Source: an optimization exercise on an open RTL-to-GDS flow (aim: small area and a short achievable clock period). Production flows keep margins and buffers that such runs may drop. RTL that was checked went through simulation tests only; none was proved equivalent to the original. No functional check of the RTL was part of runs 1 and 4. The flow treats the clock pin as an ideal source, which a real chip does not have. Power is estimated from default activity; no workload was simulated.

[flow/config.mk]
export PLATFORM = sky130hd
export DESIGN_NAME = APB_TOP
export DESIGN_NICKNAME = APB_TOP
export VERILOG_FILES = /design/flow/design.v
export SDC_FILE = /design/flow/constraint.sdc
export NUM_CORES = 4
export LEC_CHECK = 0
export CAP_MARGIN = 20
export CORE_MARGIN = 2
export CORE_UTILIZATION = 40
export CTS_CLUSTER_DIAMETER = 80
export CTS_CLUSTER_SIZE = 25
export SETUP_SLACK_MARGIN = 1.0
export SLEW_MARGIN = 20
[flow/constraint.sdc]
create_clock -name core_clock -period 2.7 [get_ports {PCLK}]
set_input_delay 0.5400 -clock core_clock [delete_from_list [all_inputs] [get_ports {PCLK}]]
set_output_delay 0.5400 -clock core_clock [all_outputs]
set_load 0.01 [all_outputs]
[flow/design.v]
module APB_MASTER(
    input            PCLK, PRESETn,
    input            ST, WEN,
    input      [8:0] APB_WADRS, APB_RADRS,
    input      [7:0] APB_WDATA,
    input      [7:0] PRDATA,
    output reg [7:0] RHI,
    output reg [15:0] RLO,
    output reg [7:0] WHI, WLO,
    output reg [7:0] PWDATA,
    output reg       PSLVERR,
    output reg [7:0] APB_RDATA_OUT
);
reg setup;    
reg free;     
reg pwrite;   
reg aerr;     
reg rdacc;    
reg erracc;   
wire       take = PRESETn & ST & ~setup;
wire [8:0] adr  = WEN ? APB_WADRS : APB_RADRS;
always @(posedge PCLK)
begin
    setup  <= take;
    free   <= ~take;
end
always @(posedge PCLK)
begin
    pwrite <= WEN;
    aerr   <= |adr[8:6];
    RLO    <= {{8{adr[5]}}, {8{~adr[5]}}} & {2{8'd1 << adr[2:0]}};
    RHI    <= (adr[7:6] == 2'b00) ? (8'd1 << adr[5:3]) : 8'd0;
    PWDATA <= (PWDATA & {8{setup}}) | (APB_WDATA & {8{free}});
end
wire go = PRESETn & setup;
always @(posedge PCLK)
begin
    rdacc  <= go & ~pwrite;
    erracc <= go & aerr;
    WHI    <= RHI & {8{go & pwrite}};
    WLO    <= RLO[15:8] | RLO[7:0];
end
always @(posedge PCLK)
begin
    if (!PRESETn)
        APB_RDATA_OUT <= 8'd0;
    else if (rdacc)
        APB_RDATA_OUT <= PRDATA;
end
always @(posedge PCLK)
    PSLVERR <= PRESETn & ((setup & aerr) | erracc);
endmodule
module APB_SLAVE(
    input            PCLK, PRESETn,
    input      [7:0] RHI,
    input      [15:0] RLO,
    input      [7:0] WHI, WLO,
    input      [7:0] PWDATA,
    output reg [7:0] PRDATA
);
reg [7:0] mem [0:63];
integer g, j;
always @(posedge PCLK)
begin
    for (g = 0; g < 8; g = g + 1)
        for (j = 0; j < 8; j = j + 1)
            if (PRESETn & WHI[g] & WLO[j])
                mem[8*g+j] <= PWDATA;
end
reg [7:0] grp [0:7];
reg [7:0] rd;
always @(*)
begin
    for (g = 0; g < 8; g = g + 1)
    begin
        grp[g] = 8'd0;
        for (j = 0; j < 8; j = j + 1)
            grp[g] = grp[g] | ({8{RLO[8*(g/4)+j]}} & mem[8*g+j]);
    end
    rd = 8'd0;
    for (g = 0; g < 8; g = g + 1)
        rd = rd | ({8{RHI[g]}} & grp[g]);
end
always @(posedge PCLK)
    PRDATA <= rd;
endmodule
module APB_TOP(
    input PCLK, PRESETn,
    input ST, WEN,
    input [8:0] APB_WADRS, APB_RADRS,
    input [7:0] APB_WDATA,
    output [7:0] APB_RDATA_OUT,
    output PSLVERR
);
    wire [7:0] RHI;         
    wire [15:0] RLO;        
    wire [7:0] WHI, WLO;    
    wire [7:0] PWDATA, PRDATA;
    APB_MASTER MASTER_INST (
        .PCLK(PCLK),
        .PRESETn(PRESETn),
        .ST(ST),
        .WEN(WEN),
        .APB_WADRS(APB_WADRS),
        .APB_RADRS(APB_RADRS),
        .APB_WDATA(APB_WDATA),
        .PRDATA(PRDATA),
        .RHI(RHI),
        .RLO(RLO),
        .WHI(WHI),
        .WLO(WLO),
        .PWDATA(PWDATA),
        .PSLVERR(PSLVERR),
        .APB_RDATA_OUT(APB_RDATA_OUT)
    );
    APB_SLAVE SLAVE_INST (
        .PCLK(PCLK),
        .PRESETn(PRESETn),
        .RHI(RHI),
        .RLO(RLO),
        .WHI(WHI),
        .WLO(WLO),
        .PWDATA(PWDATA),
        .PRDATA(PRDATA)
    );
endmodule
[flow/flow/run.sh]
#!/bin/bash
set -euo pipefail
sed "s|CLKGATE_MAP_FILE= |CLKGATE_MAP_FILE= MATCH_CELL_FOOTPRINT=0 'BUFFER_PORTS_ARGS=-buffer_cell sky130_fd_sc_hd__buf_2' |" standard.sh > own_standard.sh
grep -q MATCH_CELL_FOOTPRINT=0 own_standard.sh
bash own_standard.sh > own_flow.log 2>&1
[flow/standard.sh]
#!/bin/bash
# synth_recipe.tcl (not shown) runs the flow's synth.tcl, then flattens the netlist and writes it again
# the make line also repeats each setting of config.mk as NAME=value (left out here)
make -C /OpenROAD-flow-scripts/flow DESIGN_CONFIG=/design/flow/config.mk WORK_HOME=/design/flow/orfs CLKGATE_MAP_FILE= SYNTH_SCRIPT=/design/flow/synth_recipe.tcl "${@:-finish}"
==> results of run 1 <==
==> critical path: cells and delay by family, from the launching register on <==
kind / cells / cell delay [ns]
and+or+nand+nor: 2 / 0.30
DFF: 1 / 0.46
AOI/OAI and AO/OA: 2 / 0.56
buffers and inverters: 1 / 0.21
==> metal layers <==
metal  up-vias  share of wire, %  track usage [%]
li1       4987                 -                -
met1      5760                42             26.3
met2       447                48             31.1
met3        73               7.2             2.71
met4         2               2.7             5.12
met5         -             0.025                0
==> per-stage QoR <==
step / util, % / setup slack [ns] / hold WS (ns) / std cells
after detailed placement: 42.5 / 0.581 / 0.404 / 1872
after global routing: 45.0 / 0.958 / 0.136 / 1933
after CTS: 44.5 / 0.987 / 0.121 / 1926
after global placement: 42.5 / 0.614 / 0.394 / 1872
final: 45.0 / 1.03 / 0.147 / 1933
after floorplan: - / 1.08 / 0.383 / 1207
==> state kept, by name, indices dropped and copies added, names as in the netlist <==
signal	count
MASTER_INST.erracc	1
MASTER_INST.WHI	8
MASTER_INST.RHI	8
MASTER_INST.rdacc	1
MASTER_INST.aerr	1
MASTER_INST.APB_RDATA_OUT	8
MASTER_INST.PSLVERR	1
MASTER_INST.free	1
MASTER_INST.pwrite	1
SLAVE_INST.PRDATA	8
MASTER_INST.RLO	16
MASTER_INST.WLO	8
MASTER_INST.PWDATA	8
SLAVE_INST.mem	512
MASTER_INST.setup	1
==> power by group through the flow <==
stage	Combinational, W	Clock (W)	Sequential [W]
4_1_cts	0.000603	0.00503	0.0101
5_1_grt	0.000674	0.00533	0.0101
3_5_place_dp	0.000593	0	0.0103
6_report	0.000629	0.00496	0.0101
3_3_place_gp	0.000583	0	0.0103
2_1_floorplan	0.000291	0	0.0102
==> area by class of cell <==
type | count | share of cell area [%]
clock buffers | 46 | 3.60
clock inverters | 8 | 0.367
repair buffers | 78 | 2.67
well taps | 680 | 3.67
inverters | 7 | 0.113
multi-input cells | 531 | 16.8
flip-flops and latches | 583 | 72.8
==> cell usage in the layout (no fill, tap or decap), types with 2 or more instances in the layout <==
master	n
inv_4	2
clkbuf_1	13
buf_12	8
nor2_1	34
buf_2	37
buf_4	30
a22oi_1	247
a32oi_1	3
a21oi_1	2
nor3_1	2
mux2i_1	8
and2_1	8
nand2_1	9
clkinv_2	2
and3_1	65
a22o_1	8
buf_6	2
dfxtp_1	39
a31oi_1	3
a22oi_2	43
dfxtp_2	19
dfxtp_4	13
clkbuf_8	2
nor2b_1	8
clkbuf_16	31
nand4_1	72
edfxtp_1	512
inv_1	7
o32a_1	2
or2_2	8
==> final timing paths <==
| kind | startpoint | to | cells after the start | slack, ns |
|---|---|---|---|---|
| hold / removal | APB_WDATA[1] | MASTER_INST.PWDATA[1] | 2 | 0.15 |
| hold reg to reg | MASTER_INST.pwrite | MASTER_INST.rdacc | 1 | 0.42 |
| setup / recovery | MASTER_INST.RLO[14] | SLAVE_INST.PRDATA[1] | 5 | 1.03 |
| setup reg to reg | MASTER_INST.RLO[14] | SLAVE_INST.PRDATA[1] | 5 | 1.03 |
==> repair_timing <==
action                     CTS  global route
pin swaps                    0             7
setup endpoints to repair   16            45
gates resized for setup     37            42
gates cloned                 0             0
hold buffers                 0             0
setup buffers                0             7
==> cell families (layout without fill, tap and decap cells) <==
kind of cell	Yosys count	in the layout	synth area share [%]
compound gates	311	311	11.3
buf+inv	93	139	2.10
simple gates	212	212	5.92
flops	583	583	80.3
mux	8	8	0.383
==> summary.txt, run 1 <==
status finished clean; final RePlAce weighted congestion 0.833; RSZ-0062 raised after global routing true; Fin Setup TNS 0 ns; total CTS buffers 29; most frequent cells after synthesis 512 x edfxtp_1, 290 x a22oi_1, 72 x nand4_1; vias per inst 5.83; clock-pin slew on the worst setup and hold paths 0.10 ns; Clock Power Share 31.6%; HP Class in2reg; area leader, netlist edfxtp_1; leakage power 7.33 nW; period utilization 62.0%; clk root buf clkbuf_16; largest net degree at the start of global routing 65; peak supply drop 0.585 mV; H-tree Lvls 1; Clock Latency Late Sink 0.60 ns; Synth area leaders edfxtp_1 74%, a22oi_1 10%, dfxtp_1 6.8%; Critical Path AT 2.14 ns; total iterations of the first detailed-routing run 5; global-route wire length before repair 74.6 mm; share of the synthesized area in the top cell type 73.5%; row count 83; Post-Synthesis Cells 1207; drt initial violations 1266; mapped cell area 20900 µm²; DR vias 11300; Ports 39; syn avg cell area 17.3 µm²; sequential power share 64.4%; Logic pwr share 4.0%; die span in y 233 µm; maximum clock rate 598 MHz; area of the multi-input gates 3890 µm²; port bufs 38; fraction of layout cells with a size suffix above 1 16.4%; fin crit period 1.67 ns; Post-DRT Antenna Nets 0; Setup-failing EPs final 0; Final Hold Fails 0; final net count 1260; critical path type reg2reg; fill cell count 4476; asr flop ratio synth 0%; MaxCap Viol Count 0; crit path max fanout 27; antenna violations before repair 2; wire per inst 26.5 µm; CTS tree yes; count leader, synth edfxtp_1; pin slew with the least headroom to its limit 0.827 ns; CP startpoint kind flip-flop; Slew Limit Fails 0; Die W 233 µm; Sw Share 21.6%; dpl hpwl 32.8 mm; Worst setup EP type flip-flop; remaining global-route overflow 0; Seq cells post-synth 583; GRT Total Usage 18.9%; Final Power 0.0157 W; Die Footprint 54100 µm²; post-route cell area 23200 µm²; critical path cell sequence buf_4 -> a22oi_1 -> nand4_1 -> a22oi_1 -> nand4_1; ant diodes 0; number of enable flip-flop cells after synthesis 512; Reg area 16900 µm²; Int Power 0.0123 W; Post-DP Area 21900 µm²; Sink Count 583; worst-path cell with the longest stage delay dfxtp_4; max incr delay on CP 0.46 ns; Pwr Density 677 nW/µm²; yosys synthesis warning count 4; vias in the first global route 11100; core area 51500 µm²; library cells used by synthesis 31; relative slew slack 44.9%; P&R area growth vs syn 10.8%; synthesized net count 1237; Initial Utilization 40.6%; routed wire length 51.2 mm; Req. time, crit path 3.17 ns; DRC violations left 0; post-synthesis sequential area ratio 80.3%; sw power 0.00338 W; Top FF cell, synth edfxtp_1; Clock Tree Buf Depth 3; Post-Route Skew 0.0276 ns
==> inputs of run 2 (changes only) <==
--- a/flow/design.v
+++ b/flow/design.v
@@ -4,8 +4,7 @@
     input      [8:0] APB_WADRS, APB_RADRS,
     input      [7:0] APB_WDATA,
     input      [7:0] PRDATA,
-    output reg [7:0] RHI,
-    output reg [15:0] RLO,
+    output reg [7:0] RHI, RLO,
     output reg [7:0] WHI, WLO,
     output reg [7:0] PWDATA,
     output reg       PSLVERR,
@@ -28,7 +27,7 @@
 begin
     pwrite <= WEN;
     aerr   <= |adr[8:6];
-    RLO    <= {{8{adr[5]}}, {8{~adr[5]}}} & {2{8'd1 << adr[2:0]}};
+    RLO    <= 8'd1 << adr[2:0];
     RHI    <= (adr[7:6] == 2'b00) ? (8'd1 << adr[5:3]) : 8'd0;
     PWDATA <= (PWDATA & {8{setup}}) | (APB_WDATA & {8{free}});
 end
@@ -38,7 +37,7 @@
     rdacc  <= go & ~pwrite;
     erracc <= go & aerr;
     WHI    <= RHI & {8{go & pwrite}};
-    WLO    <= RLO[15:8] | RLO[7:0];
+    WLO    <= RLO;
 end
 always @(posedge PCLK)
 begin
@@ -52,8 +51,7 @@
 endmodule
 module APB_SLAVE(
     input            PCLK, PRESETn,
-    input      [7:0] RHI,
-    input      [15:0] RLO,
+    input      [7:0] RHI, RLO,
     input      [7:0] WHI, WLO,
     input      [7:0] PWDATA,
     output reg [7:0] PRDATA
@@ -75,7 +73,7 @@
     begin
         grp[g] = 8'd0;
         for (j = 0; j < 8; j = j + 1)
-            grp[g] = grp[g] | ({8{RLO[8*(g/4)+j]}} & mem[8*g+j]);
+            grp[g] = grp[g] | ({8{RLO[j]}} & mem[8*g+j]);
     end
     rd = 8'd0;
     for (g = 0; g < 8; g = g + 1)
@@ -92,8 +90,7 @@
     output [7:0] APB_RDATA_OUT,
     output PSLVERR
 );
-    wire [7:0] RHI;         
-    wire [15:0] RLO;        
+    wire [7:0] RHI, RLO;    
     wire [7:0] WHI, WLO;    
     wire [7:0] PWDATA, PRDATA;
     APB_MASTER MASTER_INST (
==> flow/flow/run.sh (replaced) <==
#!/bin/bash
set -euo pipefail
HOOK="$(pwd)/flow/cts_hook.tcl"
sed "s|CLKGATE_MAP_FILE= |CLKGATE_MAP_FILE= MATCH_CELL_FOOTPRINT=0 'BUFFER_PORTS_ARGS=-buffer_cell sky130_fd_sc_hd__buf_2' 'CTS_ARGS=-sink_clustering_enable -repair_clock_nets -sink_clustering_size 25 -sink_clustering_max_diameter 80 -dont_use_dummy_load' 'PRE_CTS_TCL=$HOOK' |" standard.sh > own_standard.sh
grep -q PRE_CTS_TCL own_standard.sh
bash own_standard.sh > own_flow.log 2>&1
==> flow/flow/cts_hook.tcl (new file) <==
# Sourced before CTS (PRE_CTS_TCL). Wraps clock_tree_synthesis so that, once
# the clock tree is built, the read pipeline register SLAVE_INST.PRDATA gets
# its clock through one more buffer (useful skew): the read of the memory in
# the SETUP cycle, which ends at PRDATA, gets a little more time, and PRDATA's
# own path (to the APB_RDATA_OUT register, in the ACCESS cycle) is short.
# PRDATA is fed only by registers and feeds only a register, so no path from
# an input or to an output changes. The buffer is placed at the flip-flops'
# centroid; cts.tcl legalizes it with the rest of the tree.
rename clock_tree_synthesis my_orig_clock_tree_synthesis
proc clock_tree_synthesis {args} {
  my_orig_clock_tree_synthesis {*}$args
  set block [ord::get_db_block]
  set master [[ord::get_db] findMaster sky130_fd_sc_hd__clkbuf_8]
  set flops {}
  foreach inst [$block getInsts] {
    if {[string match {SLAVE_INST.PRDATA*} [$inst getName]]} { lappend flops $inst }
  }
  puts "useful skew: [llength $flops] PRDATA flip-flops"
  if {[llength $flops] == 0} { return }
  set src [[[lindex $flops 0] findITerm CLK] getNet]
  set net [odb::dbNet_create $block prdata_skew_clk]
  $net setSigType CLOCK
  set buf [odb::dbInst_create $block $master prdata_skew_buf]
  set sx 0
  set sy 0
  foreach f $flops {
    set it [$f findITerm CLK]
    $it disconnect
    $it connect $net
    set loc [$f getLocation]
    set sx [expr {$sx + [lindex $loc 0]}]
    set sy [expr {$sy + [lindex $loc 1]}]
  }
  [$buf findITerm A] connect $src
  [$buf findITerm X] connect $net
  $buf setLocation [expr {int($sx / [llength $flops])}] [expr {int($sy / [llength $flops])}]
  $buf setPlacementStatus PLACED
}
--- a/flow/config.mk
+++ b/flow/config.mk
@@ -8,7 +8,5 @@
 export CAP_MARGIN = 20
 export CORE_MARGIN = 2
 export CORE_UTILIZATION = 40
-export CTS_CLUSTER_DIAMETER = 80
-export CTS_CLUSTER_SIZE = 25
 export SETUP_SLACK_MARGIN = 1.0
 export SLEW_MARGIN = 20
==> run 2 against run 1 <==
Die area about the same. Synthesized area about the same. Combinational power increased by 19%. Clock power decreased by 9.5%. Design area decreased by 2.6%. Total power decreased by 2.8%. Global-route usage decreased by 0.55 points. Critical endpoint is now SLAVE_INST.PRDATA[7]. Largest power group unchanged.
==> summary.txt, run 2 <==
status finished clean; CTS tree yes; maximum clock rate 600 MHz; sequential power share 65.7%; sw power 0.00333 W; GRT Total Usage 18.3%; area leader, netlist edfxtp_1; critical path cell sequence buf_4 -> a22oi_1 -> nand4_1 -> a22oi_2 -> nand4_1; Buf/Inv on CP 1; Min Hold Slack 0.168 ns; worst-path cell with the longest stage delay dfxtp_4; Pwr Density 676 nW/µm²; Crit path max-delay family compound AO/OA/AOI/OAI gates; number of enable flip-flop cells after synthesis 512; total CTS buffers 28; Worst setup EP type flip-flop; Top FF cell, synth edfxtp_1; wire per inst 26.7 µm; antenna violations before repair 0; ant diodes 0; DR vias 10900; yosys synthesis warning count 4; hold path cells 2; dpl hpwl 31.3 mm; R2R setup slack 1.03 ns; Sink Count 575; relative slew slack 37.2%; final RePlAce weighted congestion 0.796; fraction of layout cells with a size suffix above 1 14.5%; Post-DRT Antenna Nets 0; Post-Route Skew 0.195 ns; crit path max fanout 23; Clock Latency Late Sink 0.76 ns; port bufs 38; clock-pin slew on the worst setup and hold paths 0.09 ns; P&R area growth vs syn 7.92%; Int Power 0.0119 W; MaxCap Viol Count 0; fill cell count 4487; share of the synthesized area in the top cell type 73.5%; max incr delay on CP 0.46 ns; Clock Power Share 29.5%; CP most frequent cell nand4_1; Final Power 0.0153 W; vias in the first global route 10800; mapped cell area 20900 µm²; period utilization 61.7%; syn avg cell area 18.0 µm²; vias per inst 5.86; leakage power 7.04 nW; library cells used by synthesis 28; Post-Synthesis Cells 1165; Final Hold Fails 0; Seq cells post-synth 575; Ports 39; global-route wire length before repair 72.4 mm; Synth area leaders edfxtp_1 74%, a22oi_1 9.1%, dfxtp_1 6.0%; remaining global-route overflow 0; # hold bufs at CTS 0; post-synthesis sequential area ratio 79.5%; Logic pwr share 4.9%; largest net degree at the start of global routing 78; leading cell type in the layout, fill and taps excluded edfxtp_1; Sw Share 21.8%; Initial Utilization 40.6%; die span in y 233 µm; most frequent cells after synthesis 512 x edfxtp_1, 254 x a22oi_1, 72 x nand4_1; Slew Limit Fails 0; Fin Setup TNS 0 ns; Critical Path Stages 5; Critical Path AT 2.29 ns; CP startpoint kind flip-flop; final net count 1216; routed wire length 49.8 mm; most frequent cells in the layout 512 x edfxtp_1, 235 x a22oi_1, 72 x nand4_1; Die Footprint 54100 µm²; DRC violations left 0; pin slew with the least headroom to its limit 0.942 ns; Reg2Reg Depth 5; Die W 233 µm; HP Class in2reg; total iterations of the first detailed-routing run 5; Req. time, crit path 3.33 ns; asr flop ratio synth 0%; fin crit period 1.67 ns; drt initial violations 1237; peak supply drop 0.424 mV; Setup-failing EPs final 0; max FFs per register 512; synthesized net count 1195; critical path type reg2reg; core area 51500 µm²; row count 83; RSZ-0062 raised after global routing true; count leader, synth edfxtp_1
[run 2: cell count changes after synthesis, moves of 8 or more]
cell and delta:
a22oi_2 +34, nor2_1 -11, clkbuf_1 -8, buf_6 +26, buf_2 -29, a22oi_1 -36, dfxtp_1 -8
[run 2: layout make-up, without the clock buffers]
| class | instances | area (µm²) | area share (%) |
|---|---|---|---|
| timing repair buffer | 67 | 503 | 2.23 |
| inverter | 5 | 18.8 | 0.0832 |
| multi-input combinational | 508 | 3800 | 16.9 |
| buffer | 1 | 13.8 | 0.0610 |
| sequential | 575 | 16700 | 73.9 |
| tap | 680 | 851 | 3.77 |
[run 2: routing by layer]
layer  share of wire (%)  track usage (%)  up-vias
met5                   0                0        -
met4                 2.7             5.73        0
met3                 7.4             3.35       63
met2                  45             28.0      421
met1                  44             26.6     5611
li1                    -                -     4827
[run 2: per-stage QoR]
| step | util [%] | cells | instance area, µm² | setup WS [ns] |
|---|---|---|---|---|
| finish | 43.8 | 1864 | 22600 | 1.03 |
| global route | 43.8 | 1864 | 22600 | 0.969 |
| CTS | 43.7 | 1863 | 22500 | 0.930 |
| detailed placement | 42.1 | 1834 | 21700 | 0.473 |
| global placement | 42.1 | 1834 | 21700 | 0.510 |
| floorplan | - | 1165 | 20900 | 1.08 |
[run 2: worst paths after layout]
check / start / endpoint
hold / removal: APB_WDATA[0] / MASTER_INST.PWDATA[0]
setup / recovery: MASTER_INST.RLO[1] / SLAVE_INST.PRDATA[7]
hold reg to reg: SLAVE_INST.mem[51][2] / SLAVE_INST.PRDATA[2]
setup reg to reg: MASTER_INST.RLO[1] / SLAVE_INST.PRDATA[7]
[run 2: what timing repair did]
item | CTS | global route
endpoints found under the setup margin | 132 | 7
cloned | 0 | 0
pin swaps | 1 | 3
buffers inserted | 0 | 1
gates resized for setup | 22 | 10
[run 2: logic make-up (layout without fill, tap and decap cells)]
logic type | after synthesis | in the layout | share of synthesized area, %
DFF | 575 | 575 | 79.5
AOI/OAI and AO/OA | 306 | 306 | 11.9
and+or+nand+nor | 190 | 190 | 5.30
buffers and inverters | 82 | 101 | 2.72
muxes | 12 | 12 | 0.586
[run 2: power groups by stage]
stage               sequential [W]  combinational [W]  clock [W]
detailed placement          0.0102           0.000722          0
floorplan                   0.0101           0.000428          0
global placement            0.0102           0.000710          0
finish                      0.0100           0.000746    0.00449
global route                0.0100           0.000803    0.00479
CTS                         0.0100           0.000731    0.00452
==> inputs of run 3 (changes only) <==
--- a/flow/config.mk
+++ b/flow/config.mk
@@ -8,5 +8,5 @@
 export CAP_MARGIN = 20
 export CORE_MARGIN = 2
 export CORE_UTILIZATION = 40
-export SETUP_SLACK_MARGIN = 1.0
+export SETUP_SLACK_MARGIN = 1.1
 export SLEW_MARGIN = 20
==> run 3 against run 2 <==
Still clean. First-iteration DRC count rose by 8.2%. Worst hold slack got worse by 0.016 ns. Synthesized area did not move. Global-route usage rose by 0.44 points. Critical path depth fell by 4. Die area did not move. Design area rose by 1.4%. Clock power fell by 2%. Wire length rose by 1.8%. Via count rose by 1.7%. Total power fell by 0.31%. Core utilization rose by 0.61 points.
==> summary.txt, run 3 <==
clock-pin slew on the worst setup and hold paths 0.09 ns; fraction of layout cells with a size suffix above 1 19.0%; Synth Area in Compound Gates 11.9%; DR vias 11100; period utilization 59.8%; Clock Latency Late Sink 0.78 ns; Post-Route Skew 0.217 ns; Buf/Inv on CP 1; Synth Area in XOR/XNOR 0%; Slew Limit Fails 0; dpl hpwl 31.1 mm; routed wire length 50.7 mm; final RePlAce weighted congestion 0.814; Final Power 0.0152 W; crit path from MASTER_INST.APB_RDATA_OUT[5]; Seq cells post-synth 575; CP startpoint kind flip-flop; fill cell count 4495; Final Hold Fails 0; fin cells 1875; core area 51500 µm²; RSZ-0062 raised after global routing true; dpl cells 1831; Setup-failing EPs final 0; wire per inst 27.0 µm; worst-path cell with the longest stage delay dfxtp_4; Sink Count 575; max incr delay on CP 0.38 ns; Fin Setup TNS 0 ns; vias in the first global route 10900; MaxCap Viol Count 0; antenna violations before repair 4; library cells used by synthesis 28; largest net degree at the start of global routing 59; leakage power 7.11 nW; asr flop ratio synth 0%; worst r2r src MASTER_INST.RLO[1]; crit path max fanout 2; Ports 39; number of enable flip-flop cells after synthesis 512; yosys synthesis warning count 4; Hold Crit Start APB_WDATA[3]; critical path type reg2out; Pwr Density 665 nW/µm²; global-route wire length before repair 74.2 mm; mapped cell area 20900 µm²; mux share of post-synthesis cell area 0.586%; P&R area growth vs syn 9.42%; Die Footprint 54100 µm²; pin slew with the least headroom to its limit 0.748 ns; CTS tree yes; Critical Path AT 1.07 ns; relative slew slack 50.1%; max FFs per register 512; Worst setup EP type output pin; GRT Total Usage 18.7%; Crit path max-delay family flip-flops; Top FF cell, synth edfxtp_1; DRC violations left 0; simple-gate share of the synthesized area 5.30%; share of the synthesized area in the top cell type 73.5%; vias per inst 5.93; largest family of logic cells by synthesized area compound AO/OA/AOI/OAI gates; drt initial violations 1338; peak supply drop 0.405 mV; leading cell type in the layout, fill and taps excluded edfxtp_1; status finished clean; Req. time, crit path 2.16 ns; synthesized net count 1195; Post-DRT Antenna Nets 0; post-synthesis sequential area ratio 79.5%; area leader, netlist edfxtp_1; total CTS buffers 27; Die W 233 µm; final net count 1226; maximum clock rate 619 MHz; HP Class in2reg; fin crit period 1.61 ns; syn avg cell area 18.0 µm²; remaining global-route overflow 0; die span in y 233 µm; critical path cell sequence buf_6; area share of fa/ha/maj cells after synthesis 0%; most frequent cells after synthesis 512 x edfxtp_1, 254 x a22oi_1, 72 x nand4_1; Initial Utilization 40.6%; count leader, synth edfxtp_1; Post-Synthesis Cells 1165; total iterations of the first detailed-routing run 5; port bufs 38; most frequent cells in the layout 512 x edfxtp_1, 231 x a22oi_1, 72 x nand4_1; Synth area leaders edfxtp_1 74%, a22oi_1 9.1%, dfxtp_1 6.0%; row count 83
[run 3: changes by cell type in the layout (fill, tap and decap cells not counted), sizes merged]
cell / previous run / this run
clkbuf: 29 / 28
buf: 67 / 78
diode: 0 / 1
[run 3: logic make-up after synthesis]
| group | Yosys count |
|---|---|
| compound gates | 306 |
| buf+inv | 82 |
| simple gates | 190 |
| mux | 12 |
| flops | 575 |
[run 3: per-stage QoR]
stage	instance area (µm²)	util, %	setup slack, ns	hold slack [ns]
global placement	21800	42.3	0.557	0.434
CTS	22700	44.0	1.03	0.129
global route	22900	44.4	1.05	0.138
detailed placement	21800	42.3	0.570	0.421
finish	22900	44.4	1.09	0.152
floorplan	21000	-	1.16	0.351
[run 3: final cells by class, without the clock buffers]
class	count	area [µm²]	area share, %
plain buffers	1	13.8	0.0601
repair buffers	78	759	3.32
multi-input cells	508	3860	16.9
diodes	1	2.50	0.0109
inverters	5	18.8	0.0820
well taps	680	851	3.72
flip-flops and latches	575	16700	73.0
[run 3: worst paths after layout]
kind              slack (ns)  cells past startpoint                     to
hold reg to reg         0.45                      1    MASTER_INST.PSLVERR
setup / recovery        1.09                      1       APB_RDATA_OUT[5]
hold / removal          0.15                      2  MASTER_INST.PWDATA[3]
setup reg to reg        1.11                      5   SLAVE_INST.PRDATA[2]
[run 3: power breakdown]
group / switching, W / total (W) / internal (W) / leakage [nW]
Sequential: 0.000175 / 0.00996 / 0.00979 / 5.14
Combinational: 0.000572 / 0.000851 / 0.000279 / 1.64
Clock: 0.00258 / 0.00439 / 0.00182 / 0.340
Total: 0.00332 / 0.0152 / 0.0119 / 7.11
[run 3: what timing repair did]
item,in CTS,in global routing
pin swaps,4,4
endpoints found under the setup margin,147,17
gates cloned,0,0
gates resized for setup,45,20
setup buffers,3,12
hold buffers,0,0
[run 3: routing by layer]
metal  share of wire [%]  wire [µm]  global-route usage (%)
met5               0.049         25                       0
met4                 2.5       1250                    4.88
met3                 7.9       3980                    3.08
met2                  46      23100                    28.8
met1                  44      22400                    27.8
==> inputs of run 4 (changes only) <==
==> flow/design.v (replaced) <==
module APB_MASTER(PCLK,PRESETn,PREADY,ST,WEN,APB_WADRS,APB_RADRS,APB_WDATA,PRDATA,PSEL,PLSVERR,PENABLE,PWRITE,PADDR,PWDATA,APB_RDATA_OUT);
input ST,WEN;
input [8:0] APB_WADRS,APB_RADRS;
input [7:0] APB_WDATA;
output [7:0] APB_RDATA_OUT;
input PCLK,PRESETn,PREADY;
input [7:0] PRDATA;
output reg PSEL,PLSVERR;
output reg PENABLE,PWRITE;
output reg [8:0] PADDR;
output reg [7:0] PWDATA;
reg [1:0] PS,NS;
localparam  IDLE=2'b00,
            SETUP=2'b01,
            ACCESS=2'b10;
reg setup_error;
reg invalid_setup_error;
reg [7:0] rdata;
assign APB_RDATA_OUT = rdata;
always @(posedge PCLK)
begin
    if(!PRESETn)
        PS<=IDLE;
    else
        PS<=NS;
end
always @(*)
begin
    case(PS)
        IDLE:
        begin
            if(ST)
            begin
                NS=SETUP;
            end
            else
            begin
                NS=IDLE;
            end
        end
        SETUP:
        begin
            NS=ACCESS;
        end
        ACCESS:
        begin
            if(!PREADY)
                NS=ACCESS;
            else
            begin
                if(ST)
                    NS=SETUP;
                else
                    NS=IDLE;
            end
        end
        default:NS=IDLE;
    endcase
end
always @(posedge PCLK)
begin
    if(!PRESETn)
    begin
        PSEL     <= 0;
        PENABLE  <= 0;
        PWRITE   <= 0;
        PADDR    <= 0;
        PWDATA   <= 0;
    end
    else
    case(NS)
        IDLE:
        begin
            PSEL     <= 0;
            PENABLE  <= 0;
            PWRITE   <= 0;
            PADDR    <= 0;
            PWDATA   <= 0;
        end
        SETUP:
        begin
            PSEL    <= 1;
            PENABLE <= 0;
            PWRITE  <= WEN;
            PADDR   <= WEN ? APB_WADRS : APB_RADRS;
            PWDATA  <= APB_WDATA;
        end
        ACCESS:
        begin
            PSEL    <= 1;
            PENABLE <= 1;
        end
        default:
        begin
            PSEL     <= 0;
            PENABLE  <= 0;
            PWRITE   <= 0;
            PADDR    <= 0;
            PWDATA   <= 0;
        end
    endcase
end
always @(posedge PCLK)
begin
    if(!PRESETn)
        rdata <= 0;
    else if (PS == ACCESS && !PWRITE && PREADY)
        rdata <= PRDATA;
end
always @(*)
begin
    if (PADDR > 9'h03F)
        setup_error = 1'b1;
    else
        setup_error = 1'b0;
    invalid_setup_error = setup_error;
end
always @(posedge PCLK)
begin
    if(!PRESETn)
        PLSVERR <= 0;
    else
        PLSVERR <= invalid_setup_error;
end
endmodule
module APB_SLAVE(
 input PCLK,PRESETn,
 input PSEL,PENABLE,PWRITE,
 input [7:0]PADDR,PWDATA,
 output [7:0]PRDATA,
 output reg PREADY );
reg [7:0] mem [0:63];
assign PRDATA = (PADDR < 8'd64) ? mem[PADDR[5:0]] : 8'h00;
always @(*)
begin
 if(!PRESETn)
      PREADY = 0;
 else if(PSEL && PENABLE)
      PREADY = 1;
 else
      PREADY = 0;
end
always @(posedge PCLK)
begin
 if(PREADY && PWRITE && (PADDR < 8'd64))
      mem[PADDR[5:0]] <= PWDATA;
end
endmodule
module APB_TOP(
    input PCLK, PRESETn,
    input ST, WEN,
    input [8:0] APB_WADRS, APB_RADRS,
    input [7:0] APB_WDATA,
    output [7:0] APB_RDATA_OUT,
    output PSLVERR
);
    wire PSEL, PENABLE, PWRITE, PREADY;
    wire [8:0] PADDR;
    wire [7:0] PWDATA, PRDATA;
    APB_MASTER MASTER_INST (
        .PCLK(PCLK),
        .PRESETn(PRESETn),
        .PREADY(PREADY),
        .ST(ST),
        .WEN(WEN),
        .APB_WADRS(APB_WADRS),
        .APB_RADRS(APB_RADRS),
        .APB_WDATA(APB_WDATA),
        .PRDATA(PRDATA),
        .PSEL(PSEL),
        .PLSVERR(PSLVERR),
        .PENABLE(PENABLE),
        .PWRITE(PWRITE),
        .PADDR(PADDR),
        .PWDATA(PWDATA),
        .APB_RDATA_OUT(APB_RDATA_OUT)
    );
    APB_SLAVE SLAVE_INST (
        .PCLK(PCLK),
        .PRESETn(PRESETn),
        .PSEL(PSEL),
        .PENABLE(PENABLE),
        .PWRITE(PWRITE),
        .PADDR(PADDR[7:0]),  
        .PWDATA(PWDATA),
        .PRDATA(PRDATA),
        .PREADY(PREADY)
    );
endmodule
==> flow/run.sh (new file) <==
#!/bin/bash
# synth_recipe.tcl (not shown) runs the flow's synth.tcl, then flattens the netlist and writes it again
# the make line also repeats each setting of config.mk as NAME=value (left out here)
make -C /OpenROAD-flow-scripts/flow DESIGN_CONFIG=/design/flow/config.mk WORK_HOME=/design/flow/orfs CLKGATE_MAP_FILE= SYNTH_SCRIPT=/design/flow/synth_recipe.tcl finish
--- a/flow/config.mk
+++ b/flow/config.mk
@@ -8,5 +8,5 @@
 export CAP_MARGIN = 20
 export CORE_MARGIN = 2
 export CORE_UTILIZATION = 40
-export SETUP_SLACK_MARGIN = 1.1
+export SETUP_SLACK_MARGIN = 1.0
 export SLEW_MARGIN = 20
removed: flow/flow/run.sh
removed: flow/flow/cts_hook.tcl
removed: flow/standard.sh
==> run 4 against run 3 <==
Register-to-register slack worse by 0.82 ns. Highest routed layer is now met4. Sequential power shrank 5.7%. Design area is 18% higher. Critical endpoint is now MASTER_INST.rdata[4]. Worst setup slack worse by 0.79 ns. Clock power up 74%. Largest cell class unchanged. Wire length increased by 0.32%. Combinational power grew 18%. Clock skew decreased by 0.20 ns. Synthesized cell count fell by 12%.
==> summary.txt, run 4 <==
port bufs 38; sw power 0.00374 W; max incr delay on CP 0.57 ns; asr flop ratio synth 0%; Clock Latency Late Sink 0.58 ns; area share of fa/ha/maj cells after synthesis 0.118%; Pwr Density 667 nW/µm²; Worst Setup Slack post-DPL 0.104 ns; Post-Synthesis Cells 1024; hold path cells 2; # hold bufs at CTS 0; Post-DRT Antenna Nets 0; fraction of layout cells with a size suffix above 1 42.4%; leakage power 8.90 nW; most frequent cells after synthesis 512 x edfxtp_1, 133 x mux4_2, 85 x nor2_1; number of enable flip-flop cells after synthesis 512; synthesized net count 1056; Die Footprint 54900 µm²; die span in y 234 µm; ant diodes 0; Synth Area in XOR/XNOR 0%; maximum clock rate 415 MHz; fin crit period 2.41 ns; Req. time, crit path 3.17 ns; Fin Setup TNS 0 ns; pin slew with the least headroom to its limit 0.791 ns; remaining global-route overflow 0; total CTS buffers 54; period utilization 89.2%; Initial Utilization 40.4%; Worst setup EP type flip-flop; drt initial violations 810; dpl cells 1771; Clock Power Share 42.3%; Logic pwr share 5.6%; core area 52400 µm²; Final Power 0.0180 W; Sw Share 20.8%; met3 Usage GRT 3.68%; DRC violations left 0; Synth Area in Compound Gates 2.21%; largest family of logic cells by synthesized area multiplexers; Final Hold Fails 0; yosys synthesis warning count 2; H-tree Lvls 2; relative slew slack 47.3%; Post-Route Skew 0.0198 ns; Top FF cell, synth edfxtp_1; Setup-failing EPs final 0; total iterations of the first detailed-routing run 5; worst-path cell with the longest stage delay mux4_2; routed wire length 50.9 mm; status finished clean; global-route wire length before repair 76.0 mm; peak supply drop 0.523 mV; P&R area growth vs syn 27.3%; Critical Path AT 2.88 ns; mapped cell area 21200 µm²; DR vias 10800; GRT met1 Usage 28.0%; final worst slack 0.291 ns; syn avg cell area 20.7 µm²; library cells used by synthesis 50; largest net degree at the start of global routing 66; grt peak-use layer met2; GRT Total Usage 19.2%; Synth area leaders edfxtp_1 72%, mux4_2 14%, dfxtp_1 3.5%; count leader, synth edfxtp_1; final net count 1253; clk root buf clkbuf_16; sequential power share 52.1%; most frequent cells in the layout 512 x edfxtp_1, 133 x mux4_2, 68 x nor2_4; HP Class reg2reg; max FFs per register 512; leading cell type in the layout, fill and taps excluded edfxtp_1; clock-pin slew on the worst setup and hold paths 0.07 ns; row count 84; final RePlAce weighted congestion 0.789; Hold Crit Start MASTER_INST.PADDR[8]; wire per inst 26.0 µm; Die W 234 µm; simple-gate share of the synthesized area 3.42%; post-synthesis sequential area ratio 76.0%; CTS tree yes; Int Power 0.0143 W; Slew Limit Fails 0; Crit path max-delay family multiplexers; reg2reg end MASTER_INST.rdata[4]; fin cells 1955; RSZ-0062 raised after global routing true; CP startpoint kind flip-flop; dpl hpwl 31.8 mm; Clock Tree Buf Depth 3; critical path cell sequence buf_12 -> buf_12 -> mux4_2 -> mux4_2 -> mux2_4 -> a221o_1; antenna violations before repair 0; met2 Resource Use GR 29.7%; Hold EP MASTER_INST.PADDR[8]; Sink Count 549; Ports 39; Final Util 51.5%; crit path max fanout 7; vias per inst 5.53; mux share of post-synthesis cell area 16.9%; MaxCap Viol Count 0; area leader, netlist edfxtp_1; Seq cells post-synth 549; vias in the first global route 11200; critical path type reg2reg; Reg2Reg Depth 6; share of the synthesized area in the top cell type 72.5%; Buf/Inv on CP 2; R2R setup slack 0.29 ns
-- run 4: repair_timing --
action,in CTS,in global routing
gates cloned,5,2
pin swaps,50,51
endpoints found under the setup margin,553,451
hold endpoints to repair,0,0
gates resized for setup,103,24
setup buffers,69,6
-- run 4: tightest hold or removal path, delay by kind of cell, from the launching register on --
family | cells | cell delay, ns
simple gates | 1 | 0.06
flops | 1 | 0.31
compound gates | 1 | 0.05
-- run 4: metrics by stage --
| step | instance area (µm²) | hold slack, ns |
|---|---|---|
| 6_report | 27000 | 0.474 |
| 5_1_grt | 27000 | 0.500 |
| 4_1_cts | 26800 | 0.480 |
| 3_5_place_dp | 23700 | 0.466 |
| 3_3_place_gp | 23700 | 0.451 |
| 2_1_floorplan | 22000 | 0.433 |
-- run 4: power groups by stage --
stage / Sequential (W) / Clock (W) / Combinational (W)
floorplan: 0.00957 / 0 / 0.000537
global placement: 0.00959 / 0 / 0.000865
detailed placement: 0.00959 / 0 / 0.000868
CTS: 0.00940 / 0.00773 / 0.000993
global route: 0.00940 / 0.00806 / 0.00106
finish: 0.00939 / 0.00762 / 0.00100
-- run 4: per-layer routing --
| layer | wire length [µm] | vias to the layer above |
|---|---|---|
| met4 | 1350 | 0 |
| met2 | 23800 | 345 |
| met1 | 22600 | 5720 |
| li1 | - | 4650 |
| met5 | 0 | - |
| met3 | 3130 | 89 |
-- run 4: area by class of cell --
cell class / count / area (µm²)
well taps: 688 / 861
repair buffers: 193 / 2450
fillers: 4061 / 25400
multi-input cells: 416 / 5670
clock inverters: 19 / 178
inverters: 7 / 26.3
clock buffers: 83 / 1640
flip-flops and latches: 549 / 16200
-- run 4: kinds of logic (layout without fill, tap and decap cells) --
family                     after synthesis  after routing
buffers and inverters                   62            302
adders and majority gates                2              2
muxes                                  189            189
AOI/OAI and AO/OA                       63             63
DFF                                    549            549
and+or+nand+nor                        159            162
-- run 4: worst max path at each step --
stage	end	depth (start not counted)
finish	MASTER_INST.rdata[4]	6
global placement	SLAVE_INST.mem[51][7]	7
CTS	MASTER_INST.rdata[4]	6
detailed placement	SLAVE_INST.mem[43][5]	7
floorplan	MASTER_INST.rdata[4]	6
global route	MASTER_INST.rdata[4]	6

-- static timing again, ports no longer ideal --
The flow's constraints put no driver on any port. The routed layouts listed below were extracted and timed again, unchanged, in two steps. Step 1: set_driving_cell puts a clkbuf_16 on PCLK and a buf_2 on each other input, an assumption about the parent block. Step 2 adds t to the input delays and takes it off the output delays; t is the mean of the earliest and latest rising clock arrival at the registers after step 1. Input paths then give back, and output paths get back, about the clock's delay inside the block. a / b / c = no drivers / after step 1 / after step 2; a / b = the first two.
run	t, ns	setup slack, ns	latest minus earliest clock arrival (ns)	cell pins on the clock port's net
run 1	0.636	1.027 / 0.977 / 0.554	0.032 / 0.032	1
run 2	0.712	1.034 / 1.034 / 0.726	0.196 / 0.196	1
run 3	0.723	1.085 / 1.031 / 0.625	0.217 / 0.218	1
run 4	0.625	0.291 / 0.291 / 0.291	0.021 / 0.021	1
After both steps setup and hold are still met in every run listed. The setup slack of run 1, which loses most, moves by -0.050 ns with the drivers and by -0.473 ns with both steps.
